Source: an optimization exercise on an open RTL-to-GDS flow (aim: small area, a short achievable clock period and few clock cycles). Production flows keep margins and buffers that such runs may drop.
Function was checked by simulation only, so behaviour that the tests miss may differ from the original.

## RV32I_Processor
module RV32I_Processor(
    input         clk,
    input         rst,
    output [31:0] imem_addr,
    input  [31:0] imem_rdata,
    output [31:0] dmem_addr,
    output [31:0] dmem_wdata,
    output        dmem_we,
    input  [31:0] dmem_rdata
);
    reg        RegWriteW, LoadW, MemWriteW;
    reg [4:0]  RdW;
    reg [31:0] ResultW, WriteDataW;
    reg [31:0] MemAddrW;
    wire [31:0] WBDataW = LoadW ? dmem_rdata : ResultW;
    reg FlushR;
    reg  [31:2] PCF;
    wire [31:2] PCPlus4F = PCF + 30'd1;
    assign imem_addr = {PCF, 2'b00};
    reg         BtbValid;
    reg  [11:2] BtbTag, BtbTarget;
    wire        BtbHitF = BtbValid & (PCF[31:12] == 20'd0) & (PCF[11:2] == BtbTag);
    wire        pdJAL = imem_rdata[6] & imem_rdata[3];
    wire        pdBr  = imem_rdata[6] & ~imem_rdata[2];
    wire [20:0] pdImmJ = {imem_rdata[31], imem_rdata[19:12], imem_rdata[20], imem_rdata[30:21], 1'b0};
    wire [20:0] pdImmB = {{9{imem_rdata[31]}}, imem_rdata[7], imem_rdata[30:25], imem_rdata[11:8], 1'b0};
    wire [20:2] pdImmBJ = imem_rdata[3] ? pdImmJ[20:2] : pdImmB[20:2];
    reg         ValidDr, BtbHitD, isJALD, isBrD;
    reg  [31:0] InstrD;
    reg  [31:2] PCD;
    reg  [20:2] ImmBJD;    
    wire        ValidD = ValidDr & ~FlushR;
    wire [2:0] f3D  = InstrD[14:12];
    wire [4:0] Rs1D = InstrD[19:15];
    wire [4:0] Rs2D = InstrD[24:20];
    wire [4:0] RdD  = InstrD[11:7];
    wire       PredTakenD = isJALD | (isBrD & InstrD[31]);
    wire isRD, isID, isLoadD, isStoreD, isLUID, isAUIPCD, isJALRD;
    Control_Unit control (
        .opcode(InstrD[6:0]),
        .isR(isRD), .isI(isID), .isLoad(isLoadD), .isStore(isStoreD),
  ...
clock: 11.0 ns
lec_check: 0
cap_margin: 20
core_margin: 2
core_utilization: 55
cts_cluster_diameter: 100
cts_cluster_size: 25
place_density: 0.7
slew_margin: 20
standard.sh (not shown) runs the stock make flow with config.mk's settings and CLKGATE_MAP_FILE= SYNTH_SCRIPT=/design/flow/synth_recipe.tcl, a recipe that flattens the netlist after the stock synthesis.
==> flow/flow/run.sh <==
#!/bin/bash
# Standard layout, with timing repair aiming for a larger setup slack.
set -euo pipefail
bash standard.sh SETUP_SLACK_MARGIN=7.5 finish > standard_flow.log 2>&1
Testbench counts at the start, summed over its fixed seeds: cycles 61,321.
Edit:
--- a/flow/design.v
+++ b/flow/design.v
@@ -138,24 +138,24 @@
     Extend extension (.In(InstrD), .Imm_Ext(ImmD));
     wire [31:0] RD1D, RD2D;
     Register_file rf (
         .clk(clk), .WE3(RegWriteW), .WD3(WBDataW),
         .A1(Rs1D), .A2(Rs2D), .A3(RdW),
         .RD1(RD1D), .RD2(RD2D)
     );
     reg         RegWriteEr, LoadEr, StoreEr, JALREr;
     reg  [17:0] rCond;    
     reg         rRR;
     reg  [4:0]  RdE;
-    wire        RegWriteE = RegWriteEr;
-    wire        LoadE     = LoadEr;
+    wire        RegWriteE = RegWriteEr & ~FlushR;
+    wire        LoadE     = LoadEr & ~FlushR;
     wire StallD, FwdAD, FwdBD, FwdSD;
     Hazard_unit hazard (
         .ValidD(ValidD), .Rs1D(Rs1D), .Rs2D(Rs2D),
         .UsesRs1D(usesRs1D), .UsesRs2D(usesRs2D),
         .OpAIsRs1D(~(isLUID | isAUIPCD)), .OpBIsRs2D(isRD | isBrD),
         .RegWriteE(RegWriteE), .LoadE(LoadE), .RdE(RdE),
         .StallD(StallD), .FwdA(FwdAD), .FwdB(FwdBD), .FwdS(FwdSD)
     );
     wire [31:2] TargetD  = PCD + {{11{ImmBJD[20]}}, ImmBJD};
     wire [31:2] PCPlus4D = PCD + 30'd1;
     wire        RedirectD = ValidD & PredTakenD & ~BtbHitD & ~StallD;
@@ -242,25 +242,25 @@
     wire [17:0] BrSelD = {cAll & {6{kAR}}, cAll & {6{kRB}}, cAll & {6{kAB}}};
     wire        BrRRD  = (cEq | cGe | cGeu) & FwdAD & FwdBD;
     always @(posedge clk or posedge rst) begin
         if (rst) begin
             RegWriteEr <= 1'b0;
             LoadEr     <= 1'b0;
             StoreEr    <= 1'b0;
             JALREr     <= 1'b0;
             rCond      <= 18'd0;
             rRR        <= 1'b0;
         end else begin
-            RegWriteEr <= IssueE & WritesD;
-            LoadEr     <= IssueE & WritesD & isLoadD;
-            StoreEr    <= IssueE & isStoreD;
+            RegWriteEr <= IssueD & WritesD;
+            LoadEr     <= IssueD & WritesD & isLoadD;
+            StoreEr    <= IssueD & isStoreD;
             JALREr     <= IssueE & isJALRD;
             rCond      <= BrSelD;
             rRR        <= BrRRD;
         end
     end
     always @(posedge clk) begin
         RdE        <= RdD;
         OpAE       <= OpAD;
         OpBE       <= OpBD;
         StoreDataE <= Rs2ValD;
         AltE       <= (isBrD & ~PredD) ? TargetD : PCPlus4D;
@@ -303,23 +303,23 @@
         .Eq({eqAR, eqRB, eqAB}), .Lt({ltAR, ltRB, ltAB}), .Ltu({ltuAR, ltuRB, ltuAB}),
         .Redirect(BranchRedirectE)
     );
     assign RedirectE = BranchRedirectE | JALREr;
     assign TargetE   = JALREr ? SumE[31:2] : AltE;
     always @(posedge clk or posedge rst) begin
         if (rst) begin
             RegWriteW <= 1'b0;
             MemWriteW <= 1'b0;
         end else begin
             RegWriteW <= RegWriteE;
-            MemWriteW <= StoreEr;
+            MemWriteW <= StoreEr & ~FlushR;
         end
     end
     always @(posedge clk) begin
         LoadW      <= LoadEr;
         RdW        <= RdE;
         ResultW    <= ALUResultE | ({32{JumpLinkE}} & {AltE, 2'b00});
         WriteDataW <= SE;
         MemAddrW   <= ALUResultE;
     end
     assign dmem_addr  = MemAddrW;
     assign dmem_wdata = WriteDataW;
Wire length came out lower slightly.
Cell count grows slightly.
Synthesized area goes down slightly.
Final area went up slightly.
Setup slack gets worse by 0.20 ns.
Sequential cell count stays the same.
Non-clock buffer count goes up by 93.
Fmax went down by a few percent.
Testbench counts after the change, summed over its fixed seeds: cycles 61,321.

-- static timing again, ports no longer ideal --
The results above use ideal ports. As a check the final layouts listed here were re-extracted and re-timed, cells and wires unchanged.
Step 1, drivers: a clkbuf_16 drives clk and a buf_2 each remaining input, both assumed.
Step 2 also shifts input and output timing later by t, the mid clock arrival at the registers, as if the neighbouring blocks saw the same clock.
a / b / c = ideal / step 1 / step 2; a / b = the first two.
| run | t, ns | setup slack, ns | worst setup path after step 2 | cell pins on the clock port's net |
|---|---|---|---|---|
| the first run | 0.798 | 7.432 / 7.357 / 6.718 | input to register | 1 |
| the second run | 0.768 | 7.227 / 7.227 / 6.741 | input to register | 1 |
After both steps every run listed still meets setup and hold. For the first run, which loses most, drivers alone change the setup slack by -0.075 ns; drivers and shift together by -0.714 ns.
